What follows belongs to an exercise in optimizing a design on an open flow for small area and a short achievable clock period; a production flow would make more cautious choices.
No functional check of the RTL was part of this run.
No activity file was given, so power comes from the tool's default toggle rates.

`run.sh`:
```
#!/bin/bash
# synth_recipe.tcl (not shown) runs the flow's synth.tcl, then flattens the netlist and writes it again
# the make line also repeats each setting of config.mk as NAME=value (left out here)
make -C /OpenROAD-flow-scripts/flow DESIGN_CONFIG=/design/flow/config.mk WORK_HOME=/design/flow/orfs CLKGATE_MAP_FILE= SYNTH_SCRIPT=/design/flow/synth_recipe.tcl finish
```
`config.mk`:
```
export PLATFORM = sky130hd
export DESIGN_NAME = FPM
export DESIGN_NICKNAME = FPM
export VERILOG_FILES = /design/flow/design.v
export SDC_FILE = /design/flow/constraint.sdc
export NUM_CORES = 4
export LEC_CHECK = 0
export CAP_MARGIN = 20
export CORE_MARGIN = 2
export CORE_UTILIZATION = 55
export SETUP_SLACK_MARGIN = 1.0
export SLEW_MARGIN = 20
export SYNTH_HIERARCHICAL = 1
export SYNTH_MINIMUM_KEEP_SIZE = 0
```
`constraint.sdc`:
```
create_clock -name core_clock -period 3.0 [get_ports {clk}]
set_input_delay 0.6000 -clock core_clock [delete_from_list [all_inputs] [get_ports {clk}]]
set_output_delay 0.6000 -clock core_clock [all_outputs]
set_load 0.01 [all_outputs]
```
`design.v`:
```
module FPM(A, B, SUM, clk);
  input [31:0] A, B;
  input clk;
  output [31:0] SUM;
  wire       s0_sgn = A[31] ^ B[31];
  wire [7:0] s0_exp = A[30:23] + B[30:23] + 8'h81;
  wire [24:0] q = {1'b1, B[22:0], 1'b0};
  wire [11:0] one, two, neg;
  wire [24:0] m = {1'b1, A[22:0], 1'b0};   
  genvar gi, gj;
  generate for (gi = 0; gi < 12; gi = gi + 1) begin : enc
    assign one[gi] = q[2*gi+1] ^ q[2*gi];
    assign two[gi] = (q[2*gi+2] & ~q[2*gi+1] & ~q[2*gi]) | (~q[2*gi+2] & q[2*gi+1] & q[2*gi]);
    assign neg[gi] = q[2*gi+2] & ~(q[2*gi+1] & q[2*gi]);
  end endgenerate
  wire [24:0] pp [0:11];
  generate for (gi = 0; gi < 12; gi = gi + 1) begin : rw
    for (gj = 0; gj < 25; gj = gj + 1) begin : cl
      if (gj == 24)
        assign pp[gi][gj] = two[gi] ^ neg[gi];
      else
        assign pp[gi][gj] = ((one[gi] & m[gj+1]) | (two[gi] & m[gj])) ^ neg[gi];
    end
  end endgenerate
  wire n1 = ~neg[0];
  wire n2 = ~neg[1];
  wire n3 = ~neg[2];
  wire n4 = ~neg[3];
  wire n5 = ~neg[4];
  wire n6 = ~neg[5];
  wire n7 = ~neg[6];
  wire n8 = ~neg[7];
  wire n9 = ~neg[8];
  wire n10 = ~neg[9];
  wire n11 = ~neg[10];
  wire n12 = ~neg[11];
  wire n13, n14;
  fpm_fa un13 (neg[1], pp[0][2], pp[1][0], n13, n14);
  wire n15, n16;
  fpm_fa un15 (neg[2], pp[0][4], pp[1][2], n15, n16);
  wire n17, n18;
  fpm_fa un17 (pp[0][5], pp[1][3], pp[2][1], n17, n18);
  wire n19, n20;
  fpm_fa un19 (neg[3], pp[0][6], pp[1][4], n19, n20);
  wire n21, n22;
  fpm_fa un21 (pp[0][7], pp[1][5], pp[2][3], n21, n22);
  wire n23, n24;
  fpm_fa un23 (neg[4], pp[0][8], pp[1][6], n23, n24);
  wire n25, n26;
  fpm_fa un25 (pp[2][4], pp[3][2], pp[4][0], n25, n26);
  wire n27, n28;
  fpm_fa un27 (pp[0][9], pp[1][7], pp[2][5], n27, n28);
  wire n29, n30;
  fpm_fa un29 (neg[5], pp[0][10], pp[1][8], n29, n30);
  wire n31, n32;
  fpm_fa un31 (pp[2][6], pp[3][4], pp[4][2], n31, n32);
  wire n33, n34;
  fpm_fa un33 (pp[0][11], pp[1][9], pp[2][7], n33, n34);
  wire n35, n36;
  fpm_fa un35 (pp[3][5], pp[4][3], pp[5][1], n35, n36);
  wire n37, n38;
  fpm_fa un37 (neg[6], pp[0][12], pp[1][10], n37, n38);
  wire n39, n40;
  fpm_fa un39 (pp[2][8], pp[3][6], pp[4][4], n39, n40);
  wire n41, n42;
  fpm_fa un41 (pp[0][13], pp[1][11], pp[2][9], n41, n42);
  wire n43, n44;
  fpm_fa un43 (pp[3][7], pp[4][5], pp[5][3], n43, n44);
  wire n45, n46;
  fpm_fa un45 (neg[7], pp[0][14], pp[1][12], n45, n46);
  wire n47, n48;
  fpm_fa un47 (pp[2][10], pp[3][8], pp[4][6], n47, n48);
  wire n49, n50;
  fpm_fa un49 (pp[5][4], pp[6][2], pp[7][0], n49, n50);
  wire n51, n52;
  fpm_fa un51 (pp[0][15], pp[1][13], pp[2][11], n51, n52);
  wire n53, n54;
  fpm_fa un53 (pp[3][9], pp[4][7], pp[5][5], n53, n54);
  wire n55, n56;
  fpm_fa un55 (neg[8], pp[0][16], pp[1][14], n55, n56);
  wire n57, n58;
  fpm_fa un57 (pp[2][12], pp[3][10], pp[4][8], n57, n58);
  wire n59, n60;
  fpm_fa un59 (pp[5][6], pp[6][4], pp[7][2], n59, n60);
  wire n61, n62;
  fpm_fa un61 (pp[0][17], pp[1][15], pp[2][13], n61, n62);
  wire n63, n64;
  fpm_fa un63 (pp[3][11], pp[4][9], pp[5][7], n63, n64);
  wire n65, n66;
  fpm_fa un65 (pp[6][5], pp[7][3], pp[8][1], n65, n66);
  wire n67, n68;
  fpm_fa un67 (neg[9], pp[0][18], pp[1][16], n67, n68);
  wire n69, n70;
  fpm_fa un69 (pp[2][14], pp[3][12], pp[4][10], n69, n70);
  wire n71, n72;
  fpm_fa un71 (pp[5][8], pp[6][6], pp[7][4], n71, n72);
  wire n73, n74;
  fpm_fa un73 (pp[0][19], pp[1][17], pp[2][15], n73, n74);
  wire n75, n76;
  fpm_fa un75 (pp[3][13], pp[4][11], pp[5][9], n75, n76);
  wire n77, n78;
  fpm_fa un77 (pp[6][7], pp[7][5], pp[8][3], n77, n78);
  wire n79, n80;
  fpm_fa un79 (neg[10], pp[0][20], pp[1][18], n79, n80);
  wire n81, n82;
  fpm_fa un81 (pp[2][16], pp[3][14], pp[4][12], n81, n82);
  wire n83, n84;
  fpm_fa un83 (pp[5][10], pp[6][8], pp[7][6], n83, n84);
  wire n85, n86;
  fpm_fa un85 (pp[8][4], pp[9][2], pp[10][0], n85, n86);
  wire n87, n88;
  fpm_fa un87 (pp[0][21], pp[1][19], pp[2][17], n87, n88);
  wire n89, n90;
  fpm_fa un89 (pp[3][15], pp[4][13], pp[5][11], n89, n90);
  wire n91, n92;
  fpm_fa un91 (pp[6][9], pp[7][7], pp[8][5], n91, n92);
  wire n93, n94;
  fpm_fa un93 (neg[11], pp[0][22], pp[1][20], n93, n94);
  wire n95, n96;
  fpm_fa un95 (pp[2][18], pp[3][16], pp[4][14], n95, n96);
  wire n97, n98;
  fpm_fa un97 (pp[5][12], pp[6][10], pp[7][8], n97, n98);
  wire n99, n100;
  fpm_fa un99 (pp[8][6], pp[9][4], pp[10][2], n99, n100);
  wire n101, n102;
  fpm_fa un101 (pp[0][23], pp[1][21], pp[2][19], n101, n102);
  wire n103, n104;
  fpm_fa un103 (pp[3][17], pp[4][15], pp[5][13], n103, n104);
  wire n105, n106;
  fpm_fa un105 (pp[6][11], pp[7][9], pp[8][7], n105, n106);
  wire n107, n108;
  fpm_fa un107 (pp[9][5], pp[10][3], pp[11][1], n107, n108);
  wire n109, n110;
  fpm_fa un109 (A[0], pp[0][24], pp[1][22], n109, n110);
  wire n111, n112;
  fpm_fa un111 (pp[2][20], pp[3][18], pp[4][16], n111, n112);
  wire n113, n114;
  fpm_fa un113 (pp[5][14], pp[6][12], pp[7][10], n113, n114);
  wire n115, n116;
  fpm_fa un115 (pp[8][8], pp[9][6], pp[10][4], n115, n116);
  wire n117, n118;
  fpm_fa un117 (1'b1, A[1], n1, n117, n118);
  wire n119, n120;
  fpm_fa un119 (pp[1][23], pp[2][21], pp[3][19], n119, n120);
  wire n121, n122;
  fpm_fa un121 (pp[4][17], pp[5][15], pp[6][13], n121, n122);
  wire n123, n124;
  fpm_fa un123 (pp[7][11], pp[8][9], pp[9][7], n123, n124);
  wire n125, n126;
  fpm_fa un125 (1'b1, A[2], pp[1][24], n125, n126);
  wire n127, n128;
  fpm_fa un127 (pp[2][22], pp[3][20], pp[4][18], n127, n128);
  wire n129, n130;
  fpm_fa un129 (pp[5][16], pp[6][14], pp[7][12], n129, n130);
  wire n131, n132;
  fpm_fa un131 (pp[8][10], pp[9][8], pp[10][6], n131, n132);
  wire n133, n134;
  fpm_fa un133 (A[3], n2, pp[2][23], n133, n134);
  wire n135, n136;
  fpm_fa un135 (pp[3][21], pp[4][19], pp[5][17], n135, n136);
  wire n137, n138;
  fpm_fa un137 (pp[6][15], pp[7][13], pp[8][11], n137, n138);
  wire n139, n140;
  fpm_fa un139 (pp[9][9], pp[10][7], pp[11][5], n139, n140);
  wire n141, n142;
  fpm_fa un141 (1'b1, A[4], pp[2][24], n141, n142);
  wire n143, n144;
  fpm_fa un143 (pp[3][22], pp[4][20], pp[5][18], n143, n144);
  wire n145, n146;
  fpm_fa un145 (pp[6][16], pp[7][14], pp[8][12], n145, n146);
  wire n147, n148;
  fpm_fa un147 (pp[9][10], pp[10][8], pp[11][6], n147, n148);
  wire n149, n150;
  fpm_fa un149 (A[5], n3, pp[3][23], n149, n150);
  wire n151, n152;
  fpm_fa un151 (pp[4][21], pp[5][19], pp[6][17], n151, n152);
  wire n153, n154;
  fpm_fa un153 (pp[7][15], pp[8][13], pp[9][11], n153, n154);
  wire n155, n156;
  fpm_fa un155 (1'b1, A[6], pp[3][24], n155, n156);
  wire n157, n158;
  fpm_fa un157 (pp[4][22], pp[5][20], pp[6][18], n157, n158);
  wire n159, n160;
  fpm_fa un159 (pp[7][16], pp[8][14], pp[9][12], n159, n160);
  wire n161, n162;
  fpm_fa un161 (A[7], n4, pp[4][23], n161, n162);
  wire n163, n164;
  fpm_fa un163 (pp[5][21], pp[6][19], pp[7][17], n163, n164);
  wire n165, n166;
  fpm_fa un165 (pp[8][15], pp[9][13], pp[10][11], n165, n166);
  wire n167, n168;
  fpm_fa un167 (1'b1, A[8], pp[4][24], n167, n168);
  wire n169, n170;
  fpm_fa un169 (pp[5][22], pp[6][20], pp[7][18], n169, n170);
  wire n171, n172;
  fpm_fa un171 (pp[8][16], pp[9][14], pp[10][12], n171, n172);
  wire n173, n174;
  fpm_fa un173 (A[9], n5, pp[5][23], n173, n174);
  wire n175, n176;
  fpm_fa un175 (pp[6][21], pp[7][19], pp[8][17], n175, n176);
  wire n177, n178;
  fpm_fa un177 (pp[9][15], pp[10][13], pp[11][11], n177, n178);
  wire n179, n180;
  fpm_fa un179 (1'b1, A[10], pp[5][24], n179, n180);
  wire n181, n182;
  fpm_fa un181 (pp[6][22], pp[7][20], pp[8][18], n181, n182);
  wire n183, n184;
  fpm_fa un183 (pp[9][16], pp[10][14], pp[11][12], n183, n184);
  wire n185, n186;
  fpm_fa un185 (A[11], n6, pp[6][23], n185, n186);
  wire n187, n188;
  fpm_fa un187 (pp[7][21], pp[8][19], pp[9][17], n187, n188);
  wire n189, n190;
  fpm_fa un189 (1'b1, A[12], pp[6][24], n189, n190);
  wire n191, n192;
  fpm_fa un191 (pp[7][22], pp[8][20], pp[9][18], n191, n192);
  wire n193, n194;
  fpm_fa un193 (A[13], n7, pp[7][23], n193, n194);
  wire n195, n196;
  fpm_fa un195 (pp[8][21], pp[9][19], pp[10][17], n195, n196);
  wire n197, n198;
  fpm_fa un197 (1'b1, A[14], pp[7][24], n197, n198);
  wire n199, n200;
  fpm_fa un199 (pp[8][22], pp[9][20], pp[10][18], n199, n200);
  wire n201, n202;
  fpm_fa un201 (A[15], n8, pp[8][23], n201, n202);
  wire n203, n204;
  fpm_fa un203 (pp[9][21], pp[10][19], pp[11][17], n203, n204);
  wire n205, n206;
  fpm_fa un205 (1'b1, A[16], pp[8][24], n205, n206);
  wire n207, n208;
  fpm_fa un207 (pp[9][22], pp[10][20], pp[11][18], n207, n208);
  wire n209, n210;
  fpm_fa un209 (A[17], n9, pp[9][23], n209, n210);
  wire n211, n212;
  fpm_fa un211 (1'b1, A[18], pp[9][24], n211, n212);
  wire n213, n214;
  fpm_fa un213 (A[19], n10, pp[10][23], n213, n214);
  wire n215, n216;
  fpm_fa un215 (1'b1, A[20], pp[10][24], n215, n216);
  wire n217, n218;
  fpm_fa un217 (A[21], n11, pp[11][23], n217, n218);
  wire n219, n220;
  fpm_fa un219 (1'b1, A[22], pp[11][24], n219, n220);
  wire n221 = neg[0] & pp[0][0];
  wire n222 = neg[0] | pp[0][0];
  wire n223 = 1'b0 | (pp[0][1] & n221);
  reg [253:0] r1_m;
  reg        r1_sgn;
  reg [7:0]  r1_exp;
  always @(posedge clk) begin
    r1_m <= {n220, n12, 1'b1, n219, n218, n217, n216, n215, n214, pp[11][22], n213, n212, pp[11][21], n211, n210, pp[11][20], pp[10][22], n209, n208, n206, pp[11][19], pp[10][21], n207, n205, n204, n202, n203, n201, n200, n198, n199, n197, n196, n194, pp[11][16], n195, n193, n192, n190, pp[11][15], n191, n189, n188, n186, pp[11][14], pp[10][16], n187, n185, n184, n182, n180, pp[11][13], pp[10][15], n183, n181, n179, n178, n176, n174, n177, n175, n173, n172, n170, n168, n171, n169, n167, n166, n164, n162, pp[11][10], n165, n163, n161, n160, n158, n156, pp[11][9], n159, n157, n155, n154, n152, n150, pp[11][8], pp[10][10], n153, n151, n149, n148, n146, n144, n142, pp[11][7], pp[10][9], n147, n145, n143, n141, n140, n138, n136, n134, n139, n137, n135, n133, n132, n130, n128, n126, n131, n129, n127, n125, n124, n122, n120, n118, pp[11][4], n123, n121, n119, n116, n114, n112, n110, n117, pp[11][3], pp[10][5], n115, n113, n111, n109, n108, n106, n104, n102, pp[11][2], n107, n105, n103, n101, n100, n98, n96, n94, n99, n97, n95, n93, n92, n90, n88, pp[11][0], n91, n89, n87, n86, n84, n82, n80, pp[10][1], pp[9][3], n85, n83, n81, n79, n78, n76, n74, n77, n75, n73, n72, n70, n68, pp[9][1], n71, n69, n67, n66, n64, n62, pp[9][0], pp[8][2], n65, n63, n61, n60, n58, n56, n59, n57, n55, n54, n52, pp[8][0], n53, n51, n50, n48, n46, pp[7][1], pp[6][3], n49, n47, n45, n44, n42, n43, n41, n40, n38, pp[6][1], n39, n37, n36, n34, pp[6][0], pp[5][2], n35, n33, n32, n30, n31, n29, n28, pp[5][0], n27, n26, n24, pp[4][1], pp[3][3], n25, n23, n22, n21, n20, pp[3][1], n19, n18, pp[3][0], pp[2][2], n17, n16, n15, pp[2][0], n14, pp[1][1], pp[0][3], n13, n223};
    r1_sgn <= s0_sgn; r1_exp <= s0_exp;
  end
  wire n225, n226;
  fpm_fa un225 (r1_m[2], r1_m[3], r1_m[4], n225, n226);
  wire n227, n228;
  fpm_fa un227 (r1_m[9], r1_m[10], r1_m[11], n227, n228);
  wire n229, n230;
  fpm_fa un229 (r1_m[13], r1_m[14], r1_m[15], n229, n230);
  wire n231, n232;
  fpm_fa un231 (r1_m[16], r1_m[17], r1_m[18], n231, n232);
  wire n233, n234;
  fpm_fa un233 (r1_m[19], r1_m[20], r1_m[21], n233, n234);
  wire n235, n236;
  fpm_fa un235 (r1_m[24], r1_m[25], r1_m[26], n235, n236);
  wire n237, n238;
  fpm_fa un237 (r1_m[28], r1_m[29], r1_m[30], n237, n238);
  wire n239, n240;
  fpm_fa un239 (r1_m[32], r1_m[33], r1_m[34], n239, n240);
  wire n241, n242;
  fpm_fa un241 (r1_m[35], r1_m[36], r1_m[37], n241, n242);
  wire n243, n244;
  fpm_fa un243 (r1_m[38], r1_m[39], r1_m[40], n243, n244);
  wire n245, n246;
  fpm_fa un245 (r1_m[43], r1_m[44], r1_m[45], n245, n246);
  wire n247, n248;
  fpm_fa un247 (r1_m[48], r1_m[49], r1_m[50], n247, n248);
  wire n249, n250;
  fpm_fa un249 (r1_m[51], r1_m[52], r1_m[53], n249, n250);
  wire n251, n252;
  fpm_fa un251 (r1_m[55], r1_m[56], r1_m[57], n251, n252);
  wire n253, n254;
  fpm_fa un253 (r1_m[58], r1_m[59], r1_m[60], n253, n254);
  wire n255, n256;
  fpm_fa un255 (r1_m[61], r1_m[62], r1_m[63], n255, n256);
  wire n257, n258;
  fpm_fa un257 (r1_m[64], r1_m[65], r1_m[66], n257, n258);
  wire n259, n260;
  fpm_fa un259 (r1_m[67], r1_m[68], r1_m[69], n259, n260);
  wire n261, n262;
  fpm_fa un261 (r1_m[70], r1_m[71], r1_m[72], n261, n262);
  wire n263, n264;
  fpm_fa un263 (r1_m[75], r1_m[76], r1_m[77], n263, n264);
  wire n265, n266;
  fpm_fa un265 (r1_m[78], r1_m[79], r1_m[80], n265, n266);
  wire n267, n268;
  fpm_fa un267 (r1_m[82], r1_m[83], r1_m[84], n267, n268);
  wire n269, n270;
  fpm_fa un269 (r1_m[85], r1_m[86], r1_m[87], n269, n270);
  wire n271, n272;
  fpm_fa un271 (r1_m[89], r1_m[90], r1_m[91], n271, n272);
  wire n273, n274;
  fpm_fa un273 (r1_m[92], r1_m[93], r1_m[94], n273, n274);
  wire n275, n276;
  fpm_fa un275 (r1_m[95], r1_m[96], r1_m[97], n275, n276);
  wire n277, n278;
  fpm_fa un277 (r1_m[98], r1_m[99], r1_m[100], n277, n278);
  wire n279, n280;
  fpm_fa un279 (r1_m[101], r1_m[102], r1_m[103], n279, n280);
  wire n281, n282;
  fpm_fa un281 (r1_m[106], r1_m[107], r1_m[108], n281, n282);
  wire n283, n284;
  fpm_fa un283 (r1_m[109], r1_m[110], r1_m[111], n283, n284);
  wire n285, n286;
  fpm_fa un285 (r1_m[114], r1_m[115], r1_m[116], n285, n286);
  wire n287, n288;
  fpm_fa un287 (r1_m[117], r1_m[118], r1_m[119], n287, n288);
  wire n289, n290;
  fpm_fa un289 (r1_m[120], r1_m[121], r1_m[122], n289, n290);
  wire n291, n292;
  fpm_fa un291 (r1_m[123], r1_m[124], r1_m[125], n291, n292);
  wire n293, n294;
  fpm_fa un293 (r1_m[126], r1_m[127], r1_m[128], n293, n294);
  wire n295, n296;
  fpm_fa un295 (r1_m[129], r1_m[130], r1_m[131], n295, n296);
  wire n297, n298;
  fpm_fa un297 (r1_m[133], r1_m[134], r1_m[135], n297, n298);
  wire n299, n300;
  fpm_fa un299 (r1_m[136], r1_m[137], r1_m[138], n299, n300);
  wire n301, n302;
  fpm_fa un301 (r1_m[139], r1_m[140], r1_m[141], n301, n302);
  wire n303, n304;
  fpm_fa un303 (r1_m[142], r1_m[143], r1_m[144], n303, n304);
  wire n305, n306;
  fpm_fa un305 (r1_m[145], r1_m[146], r1_m[147], n305, n306);
  wire n307, n308;
  fpm_fa un307 (r1_m[150], r1_m[151], r1_m[152], n307, n308);
  wire n309, n310;
  fpm_fa un309 (r1_m[153], r1_m[154], r1_m[155], n309, n310);
  wire n311, n312;
  fpm_fa un311 (r1_m[158], r1_m[159], r1_m[160], n311, n312);
  wire n313, n314;
  fpm_fa un313 (r1_m[161], r1_m[162], r1_m[163], n313, n314);
  wire n315, n316;
  fpm_fa un315 (r1_m[164], r1_m[165], r1_m[166], n315, n316);
  wire n317, n318;
  fpm_fa un317 (r1_m[167], r1_m[168], r1_m[169], n317, n318);
  wire n319, n320;
  fpm_fa un319 (r1_m[170], r1_m[171], r1_m[172], n319, n320);
  wire n321, n322;
  fpm_fa un321 (r1_m[175], r1_m[176], r1_m[177], n321, n322);
  wire n323, n324;
  fpm_fa un323 (r1_m[178], r1_m[179], r1_m[180], n323, n324);
  wire n325, n326;
  fpm_fa un325 (r1_m[182], r1_m[183], r1_m[184], n325, n326);
  wire n327, n328;
  fpm_fa un327 (r1_m[185], r1_m[186], r1_m[187], n327, n328);
  wire n329, n330;
  fpm_fa un329 (r1_m[189], r1_m[190], r1_m[191], n329, n330);
  wire n331, n332;
  fpm_fa un331 (r1_m[192], r1_m[193], r1_m[194], n331, n332);
  wire n333, n334;
  fpm_fa un333 (r1_m[195], r1_m[196], r1_m[197], n333, n334);
  wire n335, n336;
  fpm_fa un335 (r1_m[198], r1_m[199], r1_m[200], n335, n336);
  wire n337, n338;
  fpm_fa un337 (r1_m[201], r1_m[202], r1_m[203], n337, n338);
  wire n339, n340;
  fpm_fa un339 (r1_m[204], r1_m[205], r1_m[206], n339, n340);
  wire n341, n342;
  fpm_fa un341 (r1_m[208], r1_m[209], r1_m[210], n341, n342);
  wire n343, n344;
  fpm_fa un343 (r1_m[211], r1_m[212], r1_m[213], n343, n344);
  wire n345, n346;
  fpm_fa un345 (r1_m[214], r1_m[215], r1_m[216], n345, n346);
  wire n347, n348;
  fpm_fa un347 (r1_m[219], r1_m[220], r1_m[221], n347, n348);
  wire n349, n350;
  fpm_fa un349 (r1_m[224], r1_m[225], r1_m[226], n349, n350);
  wire n351, n352;
  fpm_fa un351 (r1_m[228], r1_m[229], r1_m[230], n351, n352);
  wire n353, n354;
  fpm_fa un353 (r1_m[232], r1_m[233], r1_m[234], n353, n354);
  wire n355, n356;
  fpm_fa un355 (r1_m[237], r1_m[238], r1_m[239], n355, n356);
  wire n357, n358;
  fpm_fa un357 (r1_m[241], r1_m[242], r1_m[243], n357, n358);
  wire n359, n360;
  fpm_fa un359 (r1_m[244], r1_m[245], r1_m[246], n359, n360);
  wire n361, n362;
  fpm_fa un361 (r1_m[251], r1_m[252], r1_m[253], n361, n362);
  wire n363, n364;
  fpm_fa un363 (r1_m[5], r1_m[6], n226, n363, n364);
  wire n365, n366;
  fpm_fa un365 (r1_m[22], r1_m[23], n232, n365, n366);
  wire n367, n368;
  fpm_fa un367 (r1_m[27], n234, n235, n367, n368);
  wire n369, n370;
  fpm_fa un369 (r1_m[31], n236, n237, n369, n370);
  wire n371, n372;
  fpm_fa un371 (n238, n239, n241, n371, n372);
  wire n373, n374;
  fpm_fa un373 (r1_m[41], r1_m[42], n240, n373, n374);
  wire n375, n376;
  fpm_fa un375 (r1_m[46], r1_m[47], n244, n375, n376);
  wire n377, n378;
  fpm_fa un377 (r1_m[54], n246, n247, n377, n378);
  wire n379, n380;
  fpm_fa un379 (n248, n250, n251, n379, n380);
  wire n381, n382;
  fpm_fa un381 (n252, n254, n255, n381, n382);
  wire n383, n384;
  fpm_fa un383 (r1_m[73], r1_m[74], n256, n383, n384);
  wire n385, n386;
  fpm_fa un385 (n258, n259, n261, n385, n386);
  wire n387, n388;
  fpm_fa un387 (r1_m[81], n260, n262, n387, n388);
  wire n389, n390;
  fpm_fa un389 (r1_m[88], n264, n266, n389, n390);
  wire n391, n392;
  fpm_fa un391 (n268, n270, n271, n391, n392);
  wire n393, n394;
  fpm_fa un393 (r1_m[104], r1_m[105], n272, n393, n394);
  wire n395, n396;
  fpm_fa un395 (n274, n276, n277, n395, n396);
  wire n397, n398;
  fpm_fa un397 (r1_m[112], r1_m[113], n278, n397, n398);
  wire n399, n400;
  fpm_fa un399 (n280, n281, n283, n399, n400);
  wire n401, n402;
  fpm_fa un401 (n282, n284, n285, n401, n402);
  wire n403, n404;
  fpm_fa un403 (r1_m[132], n286, n288, n403, n404);
  wire n405, n406;
  fpm_fa un405 (n290, n291, n293, n405, n406);
  wire n407, n408;
  fpm_fa un407 (n292, n294, n296, n407, n408);
  wire n409, n410;
  fpm_fa un409 (n297, n299, n301, n409, n410);
  wire n411, n412;
  fpm_fa un411 (r1_m[148], r1_m[149], n298, n411, n412);
  wire n413, n414;
  fpm_fa un413 (n300, n302, n303, n413, n414);
  wire n415, n416;
  fpm_fa un415 (r1_m[156], r1_m[157], n304, n415, n416);
  wire n417, n418;
  fpm_fa un417 (n306, n307, n309, n417, n418);
  wire n419, n420;
  fpm_fa un419 (n308, n310, n311, n419, n420);
  wire n421, n422;
  fpm_fa un421 (r1_m[173], r1_m[174], n312, n421, n422);
  wire n423, n424;
  fpm_fa un423 (n314, n316, n317, n423, n424);
  wire n425, n426;
  fpm_fa un425 (r1_m[181], n318, n320, n425, n426);
  wire n427, n428;
  fpm_fa un427 (r1_m[188], n322, n324, n427, n428);
  wire n429, n430;
  fpm_fa un429 (n326, n328, n329, n429, n430);
  wire n431, n432;
  fpm_fa un431 (n330, n332, n333, n431, n432);
  wire n433, n434;
  fpm_fa un433 (r1_m[207], n334, n336, n433, n434);
  wire n435, n436;
  fpm_fa un435 (n338, n340, n341, n435, n436);
  wire n437, n438;
  fpm_fa un437 (r1_m[217], r1_m[218], n342, n437, n438);
  wire n439, n440;
  fpm_fa un439 (r1_m[222], r1_m[223], n346, n439, n440);
  wire n441, n442;
  fpm_fa un441 (r1_m[227], n348, n349, n441, n442);
  wire n443, n444;
  fpm_fa un443 (r1_m[231], n350, n351, n443, n444);
  wire n445, n446;
  fpm_fa un445 (r1_m[235], r1_m[236], n352, n445, n446);
  wire n447, n448;
  fpm_fa un447 (r1_m[240], n354, n355, n447, n448);
  wire n449, n450;
  fpm_fa un449 (r1_m[247], r1_m[248], n360, n449, n450);
  wire n451, n452;
  fpm_fa un451 (r1_m[7], r1_m[8], n364, n451, n452);
  wire n453, n454;
  fpm_fa un453 (n242, n243, n373, n453, n454);
  wire n455, n456;
  fpm_fa un455 (n245, n374, n375, n455, n456);
  wire n457, n458;
  fpm_fa un457 (n263, n265, n384, n457, n458);
  wire n459, n460;
  fpm_fa un459 (n267, n269, n388, n459, n460);
  wire n461, n462;
  fpm_fa un461 (n273, n275, n390, n461, n462);
  wire n463, n464;
  fpm_fa un463 (n279, n393, n392, n463, n464);
  wire n465, n466;
  fpm_fa un465 (n394, n397, n396, n465, n466);
  wire n467, n468;
  fpm_fa un467 (n287, n289, n398, n467, n468);
  wire n469, n470;
  fpm_fa un469 (n295, n403, n402, n469, n470);
  wire n471, n472;
  fpm_fa un471 (n404, n407, n406, n471, n472);
  wire n473, n474;
  fpm_fa un473 (n305, n408, n411, n473, n474);
  wire n475, n476;
  fpm_fa un475 (n412, n415, n414, n475, n476);
  wire n477, n478;
  fpm_fa un477 (n313, n315, n416, n477, n478);
  wire n479, n480;
  fpm_fa un479 (n319, n421, n420, n479, n480);
  wire n481, n482;
  fpm_fa un481 (n321, n323, n422, n481, n482);
  wire n483, n484;
  fpm_fa un483 (n325, n327, n426, n483, n484);
  wire n485, n486;
  fpm_fa un485 (n337, n339, n433, n485, n486);
  wire n487, n488;
  fpm_fa un487 (n344, n345, n437, n487, n488);
  wire n489, n490;
  fpm_fa un489 (n347, n438, n439, n489, n490);
  wire n491, n492;
  fpm_fa un491 (n353, n445, n444, n491, n492);
  wire n493, n494;
  fpm_fa un493 (n356, n357, n448, n493, n494);
  wire n495, n496;
  fpm_fa un495 (r1_m[249], r1_m[250], n450, n495, n496);
  wire n497 = r1_m[0] & r1_m[1];
  wire n498 = r1_m[0] | r1_m[1];
  wire n499 = 1'b0 | (n225 & n497);
  reg [114:0] r2_m;
  reg        r2_sgn;
  reg [7:0]  r2_exp;
  always @(posedge clk) begin
    r2_m <= {n496, n361, n495, n449, n494, n359, n358, n493, n492, n447, n446, n491, n443, n442, n490, n441, n440, n489, n488, n487, n436, n486, n435, n434, n343, n485, n432, n431, n430, n335, n484, n429, n428, n331, n483, n482, n427, n480, n481, n424, n425, n479, n478, n423, n476, n477, n419, n418, n475, n474, n417, n473, n472, n413, n410, n471, n470, n409, n469, n468, n405, n466, n467, n401, n400, n465, n464, n399, n463, n462, n395, n461, n460, n391, n459, n458, n389, n457, n386, n387, n385, n382, n383, n381, n380, n257, n379, n378, n253, n456, n377, n376, n249, n455, n454, n453, n372, n371, n370, n369, n368, n367, n366, n365, n233, n231, n230, n229, n228, n452, n227, r1_m[12], n451, n499, n363};
    r2_sgn <= r1_sgn; r2_exp <= r1_exp;
  end
  wire n501, n502;
  fpm_fa un501 (r2_m[3], r2_m[4], r2_m[5], n501, n502);
  wire n503, n504;
  fpm_fa un503 (r2_m[22], r2_m[23], r2_m[24], n503, n504);
  wire n505, n506;
  fpm_fa un505 (r2_m[26], r2_m[27], r2_m[28], n505, n506);
  wire n507, n508;
  fpm_fa un507 (r2_m[29], r2_m[30], r2_m[31], n507, n508);
  wire n509, n510;
  fpm_fa un509 (r2_m[32], r2_m[33], r2_m[34], n509, n510);
  wire n511, n512;
  fpm_fa un511 (r2_m[35], r2_m[36], r2_m[37], n511, n512);
  wire n513, n514;
  fpm_fa un513 (r2_m[38], r2_m[39], r2_m[40], n513, n514);
  wire n515, n516;
  fpm_fa un515 (r2_m[41], r2_m[42], r2_m[43], n515, n516);
  wire n517, n518;
  fpm_fa un517 (r2_m[44], r2_m[45], r2_m[46], n517, n518);
  wire n519, n520;
  fpm_fa un519 (r2_m[47], r2_m[48], r2_m[49], n519, n520);
  wire n521, n522;
  fpm_fa un521 (r2_m[50], r2_m[51], r2_m[52], n521, n522);
  wire n523, n524;
  fpm_fa un523 (r2_m[54], r2_m[55], r2_m[56], n523, n524);
  wire n525, n526;
  fpm_fa un525 (r2_m[57], r2_m[58], r2_m[59], n525, n526);
  wire n527, n528;
  fpm_fa un527 (r2_m[60], r2_m[61], r2_m[62], n527, n528);
  wire n529, n530;
  fpm_fa un529 (r2_m[64], r2_m[65], r2_m[66], n529, n530);
  wire n531, n532;
  fpm_fa un531 (r2_m[67], r2_m[68], r2_m[69], n531, n532);
  wire n533, n534;
  fpm_fa un533 (r2_m[71], r2_m[72], r2_m[73], n533, n534);
  wire n535, n536;
  fpm_fa un535 (r2_m[74], r2_m[75], r2_m[76], n535, n536);
  wire n537, n538;
  fpm_fa un537 (r2_m[78], r2_m[79], r2_m[80], n537, n538);
  wire n539, n540;
  fpm_fa un539 (r2_m[81], r2_m[82], r2_m[83], n539, n540);
  wire n541, n542;
  fpm_fa un541 (r2_m[85], r2_m[86], r2_m[87], n541, n542);
  wire n543, n544;
  fpm_fa un543 (r2_m[90], r2_m[91], r2_m[92], n543, n544);
  wire n545, n546;
  fpm_fa un545 (r2_m[98], r2_m[99], r2_m[100], n545, n546);
  wire n547, n548;
  fpm_fa un547 (r2_m[104], r2_m[105], r2_m[106], n547, n548);
  wire n549, n550;
  fpm_fa un549 (r2_m[108], r2_m[109], r2_m[110], n549, n550);
  wire n551, n552;
  fpm_fa un551 (r2_m[6], r2_m[7], n502, n551, n552);
  wire n553, n554;
  fpm_ha hn553 (r2_m[8], r2_m[9], n553, n554);
  wire n555, n556;
  fpm_ha hn555 (r2_m[10], r2_m[11], n555, n556);
  wire n557, n558;
  fpm_ha hn557 (r2_m[12], r2_m[13], n557, n558);
  wire n559, n560;
  fpm_ha hn559 (r2_m[14], r2_m[15], n559, n560);
  wire n561, n562;
  fpm_ha hn561 (r2_m[16], r2_m[17], n561, n562);
  wire n563, n564;
  fpm_ha hn563 (r2_m[18], r2_m[19], n563, n564);
  wire n565, n566;
  fpm_ha hn565 (r2_m[20], r2_m[21], n565, n566);
  wire n567, n568;
  fpm_ha hn567 (r2_m[25], n503, n567, n568);
  wire n569, n570;
  fpm_ha hn569 (n504, n505, n569, n570);
  wire n571, n572;
  fpm_ha hn571 (n506, n507, n571, n572);
  wire n573, n574;
  fpm_ha hn573 (n508, n509, n573, n574);
  wire n575, n576;
  fpm_ha hn575 (n510, n511, n575, n576);
  wire n577, n578;
  fpm_ha hn577 (n512, n513, n577, n578);
  wire n579, n580;
  fpm_ha hn579 (n514, n515, n579, n580);
  wire n581, n582;
  fpm_ha hn581 (n516, n517, n581, n582);
  wire n583, n584;
  fpm_ha hn583 (n518, n519, n583, n584);
  wire n585, n586;
  fpm_fa un585 (r2_m[53], n520, n521, n585, n586);
  wire n587, n588;
  fpm_ha hn587 (n522, n523, n587, n588);
  wire n589, n590;
  fpm_ha hn589 (n524, n525, n589, n590);
  wire n591, n592;
  fpm_fa un591 (r2_m[63], n526, n527, n591, n592);
  wire n593, n594;
  fpm_ha hn593 (n528, n529, n593, n594);
  wire n595, n596;
  fpm_fa un595 (r2_m[70], n530, n531, n595, n596);
  wire n597, n598;
  fpm_ha hn597 (n532, n533, n597, n598);
  wire n599, n600;
  fpm_fa un599 (r2_m[77], n534, n535, n599, n600);
  wire n601, n602;
  fpm_ha hn601 (n536, n537, n601, n602);
  wire n603, n604;
  fpm_fa un603 (r2_m[84], n538, n539, n603, n604);
  wire n605, n606;
  fpm_ha hn605 (n540, n541, n605, n606);
  wire n607, n608;
  fpm_fa un607 (r2_m[88], r2_m[89], n542, n607, n608);
  wire n609, n610;
  fpm_ha hn609 (r2_m[93], n543, n609, n610);
  wire n611, n612;
  fpm_fa un611 (r2_m[94], r2_m[95], n544, n611, n612);
  wire n613, n614;
  fpm_ha hn613 (r2_m[96], r2_m[97], n613, n614);
  wire n615, n616;
  fpm_fa un615 (r2_m[101], r2_m[102], n546, n615, n616);
  wire n617 = r2_m[0] & r2_m[1];
  wire n618 = r2_m[0] | r2_m[1];
  wire n619 = 1'b0 | (r2_m[2] & n617);
  wire n621 = 1'b0 | (n501 & n619);
  reg [77:0] r3_m;
  reg        r3_sgn;
  reg [7:0]  r3_exp;
  always @(posedge clk) begin
    r3_m <= {r2_m[114], r2_m[113], r2_m[112], n550, r2_m[111], n549, n548, r2_m[107], n547, n616, r2_m[103], n615, n545, n614, n612, n613, n611, n610, n608, n609, n607, n606, n604, n605, n603, n602, n600, n601, n599, n598, n596, n597, n595, n594, n592, n593, n591, n590, n589, n588, n586, n587, n585, n584, n583, n582, n581, n580, n579, n578, n577, n576, n575, n574, n573, n572, n571, n570, n569, n568, n567, n566, n565, n564, n563, n562, n561, n560, n559, n558, n557, n556, n555, n554, n552, n553, n621, n551};
    r3_sgn <= r2_sgn; r3_exp <= r2_exp;
  end
  wire [47:0] n623 = {r3_m[76], r3_m[75], r3_m[73], r3_m[72], r3_m[70], r3_m[69], r3_m[67], r3_m[66], r3_m[64], r3_m[62], r3_m[60], r3_m[58], r3_m[56], r3_m[54], r3_m[52], r3_m[50], r3_m[48], r3_m[46], r3_m[44], r3_m[42], r3_m[40], r3_m[38], r3_m[36], r3_m[34], r3_m[32], r3_m[30], r3_m[28], r3_m[26], r3_m[24], r3_m[22], r3_m[20], r3_m[18], r3_m[16], r3_m[14], r3_m[12], r3_m[10], r3_m[8], r3_m[6], r3_m[4], r3_m[2], r3_m[0], 1'b0, 1'b0, 1'b0, 1'b0, 1'b0, 1'b0, 1'b0};
  wire [47:0] n624 = {r3_m[77], 1'b0, r3_m[74], 1'b0, r3_m[71], 1'b0, r3_m[68], 1'b0, r3_m[65], r3_m[63], r3_m[61], r3_m[59], r3_m[57], r3_m[55], r3_m[53], r3_m[51], r3_m[49], r3_m[47], r3_m[45], r3_m[43], r3_m[41], r3_m[39], r3_m[37], r3_m[35], r3_m[33], r3_m[31], r3_m[29], r3_m[27], r3_m[25], r3_m[23], r3_m[21], r3_m[19], r3_m[17], r3_m[15], r3_m[13], r3_m[11], r3_m[9], r3_m[7], r3_m[5], r3_m[3], r3_m[1], 1'b0, 1'b0, 1'b0, 1'b0, 1'b0, 1'b0, 1'b0};
  wire [8:0] n625 = {1'b0, n623[14:7]} + {1'b0, n624[14:7]};
  wire [8:0] n626 = {1'b0, n623[22:15]} + {1'b0, n624[22:15]};
  wire [6:0] n627 = {1'b0, n623[28:23]} + {1'b0, n624[28:23]};
  wire [6:0] n628 = {1'b0, n623[34:29]} + {1'b0, n624[34:29]};
  wire [6:0] n629 = {1'b0, n623[40:35]} + {1'b0, n624[40:35]};
  wire [7:0] n630 = {1'b0, n623[47:41]} + {1'b0, n624[47:41]};
  reg r4_lg0;
  reg r4_lg1;
  reg r4_lp1;
  reg [5:0] r4_us0;
  reg r4_ug0;
  reg r4_up0;
  reg [5:0] r4_us1;
  reg r4_ug1;
  reg r4_up1;
  reg [5:0] r4_us2;
  reg r4_ug2;
  reg r4_up2;
  reg [6:0] r4_us3;
  reg r4_ug3;
  reg r4_up3;
  reg        r4_sgn;
  reg [7:0]  r4_exp;
  always @(posedge clk) begin
    r4_lg0 <= n625[8];
    r4_lg1 <= n626[8];
    r4_lp1 <= &(n623[22:15] | n624[22:15]);
    r4_us0 <= n627[5:0];
    r4_ug0 <= n627[6];
    r4_up0 <= &(n623[28:23] | n624[28:23]);
    r4_us1 <= n628[5:0];
    r4_ug1 <= n628[6];
    r4_up1 <= &(n623[34:29] | n624[34:29]);
    r4_us2 <= n629[5:0];
    r4_ug2 <= n629[6];
    r4_up2 <= &(n623[40:35] | n624[40:35]);
    r4_us3 <= n630[6:0];
    r4_ug3 <= n630[7];
    r4_up3 <= &(n623[47:41] | n624[47:41]);
    r4_sgn <= r3_sgn; r4_exp <= r3_exp;
  end
  wire n631 = r4_lg1 | (r4_lp1 & r4_lg0);
  wire [5:0] n632;
  assign n632[0] = 1'b1;
  assign n632[1] = &r4_us0[0:0];
  assign n632[2] = &r4_us0[1:0];
  assign n632[3] = &r4_us0[2:0];
  assign n632[4] = &r4_us0[3:0];
  assign n632[5] = &r4_us0[4:0];
  wire [5:0] n633 = r4_us0 ^ ({6{n631}} & n632);
  wire n634 = r4_ug0 | (r4_up0 & n631);
  wire [5:0] n635;
  assign n635[0] = 1'b1;
  assign n635[1] = &r4_us1[0:0];
  assign n635[2] = &r4_us1[1:0];
  assign n635[3] = &r4_us1[2:0];
  assign n635[4] = &r4_us1[3:0];
  assign n635[5] = &r4_us1[4:0];
  wire [5:0] n636 = r4_us1 ^ ({6{n634}} & n635);
  wire n637 = r4_ug1 | (r4_up1 & n634);
  wire [5:0] n638;
  assign n638[0] = 1'b1;
  assign n638[1] = &r4_us2[0:0];
  assign n638[2] = &r4_us2[1:0];
  assign n638[3] = &r4_us2[2:0];
  assign n638[4] = &r4_us2[3:0];
  assign n638[5] = &r4_us2[4:0];
  wire [5:0] n639 = r4_us2 ^ ({6{n637}} & n638);
  wire n640 = r4_ug2 | (r4_up2 & n637);
  wire [6:0] n641;
  assign n641[0] = 1'b1;
  assign n641[1] = &r4_us3[0:0];
  assign n641[2] = &r4_us3[1:0];
  assign n641[3] = &r4_us3[2:0];
  assign n641[4] = &r4_us3[3:0];
  assign n641[5] = &r4_us3[4:0];
  assign n641[6] = &r4_us3[5:0];
  wire [6:0] n642 = r4_us3 ^ ({7{n640}} & n641);
  wire n643 = r4_ug3 | (r4_up3 & n640);
  wire [24:0] n644 = {n642, n639, n636, n633};
  reg [24:0] r5_p;
  reg        r5_sgn;
  reg [7:0]  r5_exp;
  always @(posedge clk) begin
    r5_p <= n644;
    r5_sgn <= r4_sgn; r5_exp <= r4_exp;
  end
  wire [31:0] n645 = {r5_sgn, r5_exp + {7'd0, r5_p[24]}, r5_p[24] ? r5_p[23:1] : r5_p[22:0]};
  reg [31:0] r6_o;
  always @(posedge clk) r6_o <= n645;
  reg [31:0] r7_o;
  always @(posedge clk) r7_o <= r6_o;
  reg [31:0] r8_o;
  always @(posedge clk) r8_o <= r7_o;
  reg [31:0] r9_o;
  always @(posedge clk) r9_o <= r8_o;
  reg [31:0] r10_o;
  always @(posedge clk) r10_o <= r9_o;
  assign SUM = r10_o;
endmodule
module fpm_fa(a, b, c, s, co);
  input a, b, c;
  output s, co;
  assign s = a ^ b ^ c;
  assign co = (a & b) | (a & c) | (b & c);
endmodule
module fpm_ha(a, b, s, co);
  input a, b;
  output s, co;
  assign s = a ^ b;
  assign co = a & b;
endmodule
```
==> summary.md <==
| Metric | Value |
|---|---|
| Status | `complete, no violations` |
| Hold crit path type | `reg -> reg` |
| Global route overflow | `0` |
| Final Max Slew Viols | `0` |
| Top FF cell, synth | `dfxtp_1` |
| Largest net degree at the start of global routing | `47` |
| Largest stage delay, worst path | `0.48 ns` |
| Pre-CTS WS | `0.146 ns` |
| GRT Util Overall | `25.5%` |
| RSZ-0062 raised after global routing | `false` |
| Setup WS post-layout | `0.982 ns` |
| Number of synthesized flops with an enable pin | `0` |
| Endpoints failing setup | `0` |
| DIE WIDTH | `232 um` |
| Synth Cell Area | `28600 um^2` |
| First-pass GRT wire length | `102 mm` |
| Crit share post-route | `67.3%` |
| Kind of critical path | `in -> reg` |
| Total routed wirelength | `68.3 mm` |
| Num CTS Buffers | `72` |
| Skew final | `0.0262 ns` |
| Avg WL per Cell | `22.3 um` |
| Fin crit period | `2.02 ns` |
| Clock latency (worst-skew pair) | `0.61 ns` |
| Cell Rows | `83` |
| Top-count cell post-synth | `dfxtp_1` |
| Drt drc | `0` |
| Vias per cell | `5.45` |
| Ant. Diodes | `0` |
| Final ANT Viol Nets | `0` |
| Core area | `51400 um^2` |
| Die Height | `232 um` |
| CP required | `3.47 ns` |
| Synth cell types | `47` |
| Synth top cells by count | `710 x dfxtp_1, 287 x xnor2_1, 278 x fa_1` |
| Final Power | `34.5 mW` |
| CTS tree | `built` |
| Die ar. | `53900 um^2` |
| Fillers | `3757` |
| Input/output buffers | `96` |
| YS warnings | `7` |
| Syn-to-layout area delta | `20.7%` |
| CTS Sinks | `710` |
| Achievable Freq | `496 MHz` |
| DRT iter0 DRCs | `1396` |
| CP delay by family, top | `buffers and inverters` |
| Mapped Cells | `2156` |
| Leakage | `14.2 nW` |
| Hold Fails Final Rpt | `0` |
| Hpwl dp | `42.9 mm` |
| Via count | `16.7k` |
| Clock Pin Slew Worst Setup and Hold Paths | `0.06 ns` |
| CP max stage cell | `fa_1` |
| Max Cap Viol | `0` |
| Mean post-synth cell area | `13.3 um^2` |
| Clock Tree Buf Depth | `3` |
| Initial DRT Pass Iterations | `5` |
| Hold buffers post-CTS | `0` |
| Synth top area share | `49.6%` |
| Most area-hungry cell type in the Yosys netlist | `dfxtp_1` |
| Crit path max fanout | `11` |
| Final TNS setup | `0 ns` |
| Yosys reg bits | `710` |
| Async SR Flop Fraction | `0%` |
| Nets | `2797` |
| Crit path buffers/inverters | `3` |
| Antenna violations before repair | `0` |
| Worst-Margin Slew | `0.525 ns` |
| Max IR drop VDD | `567 uV` |
| CP cell instances | `dlygate4sd2_1 > ha_4 > nand2b_1 > inv_4 > buf_4 > xnor2_1 > fa_1` |
| RD Place Congestion | `0.851` |
| Vias in the first global route | `17.5k` |
| Crit. End Element | `register` |
| Pwr Density | `998 nW/um^2` |
| Share of post-route cells with drive strength above 1 | `15.6%` |
| Io pins | `97` |
| Main area contributors after synthesis | `dfxtp_1 50%, fa_1 19%, xnor2_1 8.8%` |
| # H-tree levels | `3` |
| Slew Limit Headroom | `64.8%` |
| Root Buffer | `clkbuf_16` |
| Seq/Total Area, Yosys | `49.6%` |
| CP arrival | `2.49 ns` |
| Critical path launch point type | `input pin` |
| Starting Density | `55.7%` |
==> cell families after synthesis <==
group,after synthesis,share of synthesized area (%)
muxes,24,0.944
adders and majority gates,392,24.4
other,1,0.0131
buffers and inverters,206,3.10
DFF,710,49.6
AOI/OAI and AO/OA,336,8.58
and+or+nand+nor,160,3.04
xor gates and xnor gates,327,10.3
==> worst paths after layout <==
path,cells after the start,end,start,slack (ns)
setup reg to reg,3,r2_m[66]$_DFF_P_,r1_m[142]$_DFF_P_,1.04
hold reg to reg,0,r5_exp[0]$_DFF_P_,r4_exp[0]$_DFF_P_,0.31
hold / removal,0,r5_exp[0]$_DFF_P_,r4_exp[0]$_DFF_P_,0.31
setup / recovery,7,r1_m[132]$_DFF_P_,B[17],0.98
==> power breakdown <==
group | switching (mW) | leakage (nW) | internal, mW
combinational | 5.11 | 7.02 | 4.89
clock | 3.64 | 1.16 | 5.31
sequential | 1.84 | 5.98 | 13.7
total | 10.6 | 14.2 | 23.9
==> metal layers <==
metal | wire length [um] | track usage, % | vias to the layer above
li1 | - | - | 7493
met3 | 6370 | 6.93 | 177
met1 | 29100 | 34.2 | 8318
met4 | 2520 | 10.9 | 0
met2 | 30400 | 39.0 | 745
met5 | 0 | 0 | -
==> final cells by class <==
class	instances	area, um^2	area share (%)
clock buffers	97	2040	5.90
clock inverters	28	340	0.985
inverters	72	359	1.04
multi-input cells	1252	14000	40.5
flip-flops and latches	710	14200	41.1
well taps	680	851	2.46
repair buffers	232	2760	7.98
==> placed cells by master (no fill, tap or decap), drive strengths merged, types with 29 or more instances in the layout <==
master           n
dfxtp          710
xnor2          298
fa             278
a22oi          242
buf            127
ha             114
clkbuf         110
inv             72
nand2           45
nand2b          41
dlygate4sd2     40
clkdlybuf4s50   39
o21ai           38
a21oi           34
nand3           29
xor2            29
==> timing repair <==
action                     CTS  global route
pin swaps                   14            28
gates resized for setup     68            46
gates cloned                 2             7
setup endpoints to repair  172           107
setup buffers               30            10
hold endpoints to repair     0             0
==> stage by stage <==
step / instances / area, um^2 / hold WS, ns / util, %
floorplan: 2168 / 29200 / 0.310 / -
global placement: 2897 / 31200 / 0.310 / 60.7
detailed placement: 2897 / 31200 / 0.312 / 60.7
CTS: 3054 / 34100 / 0.310 / 66.4
global route: 3071 / 34600 / 0.319 / 67.2
finish: 3071 / 34600 / 0.308 / 67.2
==> Yosys stat by module, one instance, submodules excluded <==
module,flip-flops and latches,copies in the design,cell area [um^2],cells inside
fpm_fa,0,274,20.0,1
fpm_ha,0,24,12.5,1
FPM,710,1,22900,1858
==> sequential cells by signal, summed over array words and instances (netlist names), 25 cells and up <==
signal  count
r10_o      32
r1_m      253
r2_m      115
r3_m       78
r5_p       25
r6_o       32
r7_o       32
r8_o       32
r9_o       32

-- static timing again, ports no longer ideal --
The results above use ideal ports. As a check the final layout listed here was re-extracted and re-timed, cells and wires unchanged. Step 1 (the two cells are an assumption about what drives the block):
set clk [get_ports {clk}]
set_driving_cell -lib_cell sky130_fd_sc_hd__clkbuf_16 $clk
set_driving_cell -lib_cell sky130_fd_sc_hd__buf_2 [delete_from_list [all_inputs] $clk]
Step 2 moves the port delays by t, midway between the first and last clock arrival at a register: inputs arrive t later, outputs are due t later. That takes back most of the time a late clock gives input paths. Three values: ideal, step 1, step 2; two values: the first two.
t (ns): 0.659
slack for setup (ns): 0.982 / 1.026 / 0.367
cell pins on the clock port's net: 1
After both steps this run still meets setup and hold. The setup slack of this run moves by +0.044 ns with the drivers and by -0.615 ns with both steps.
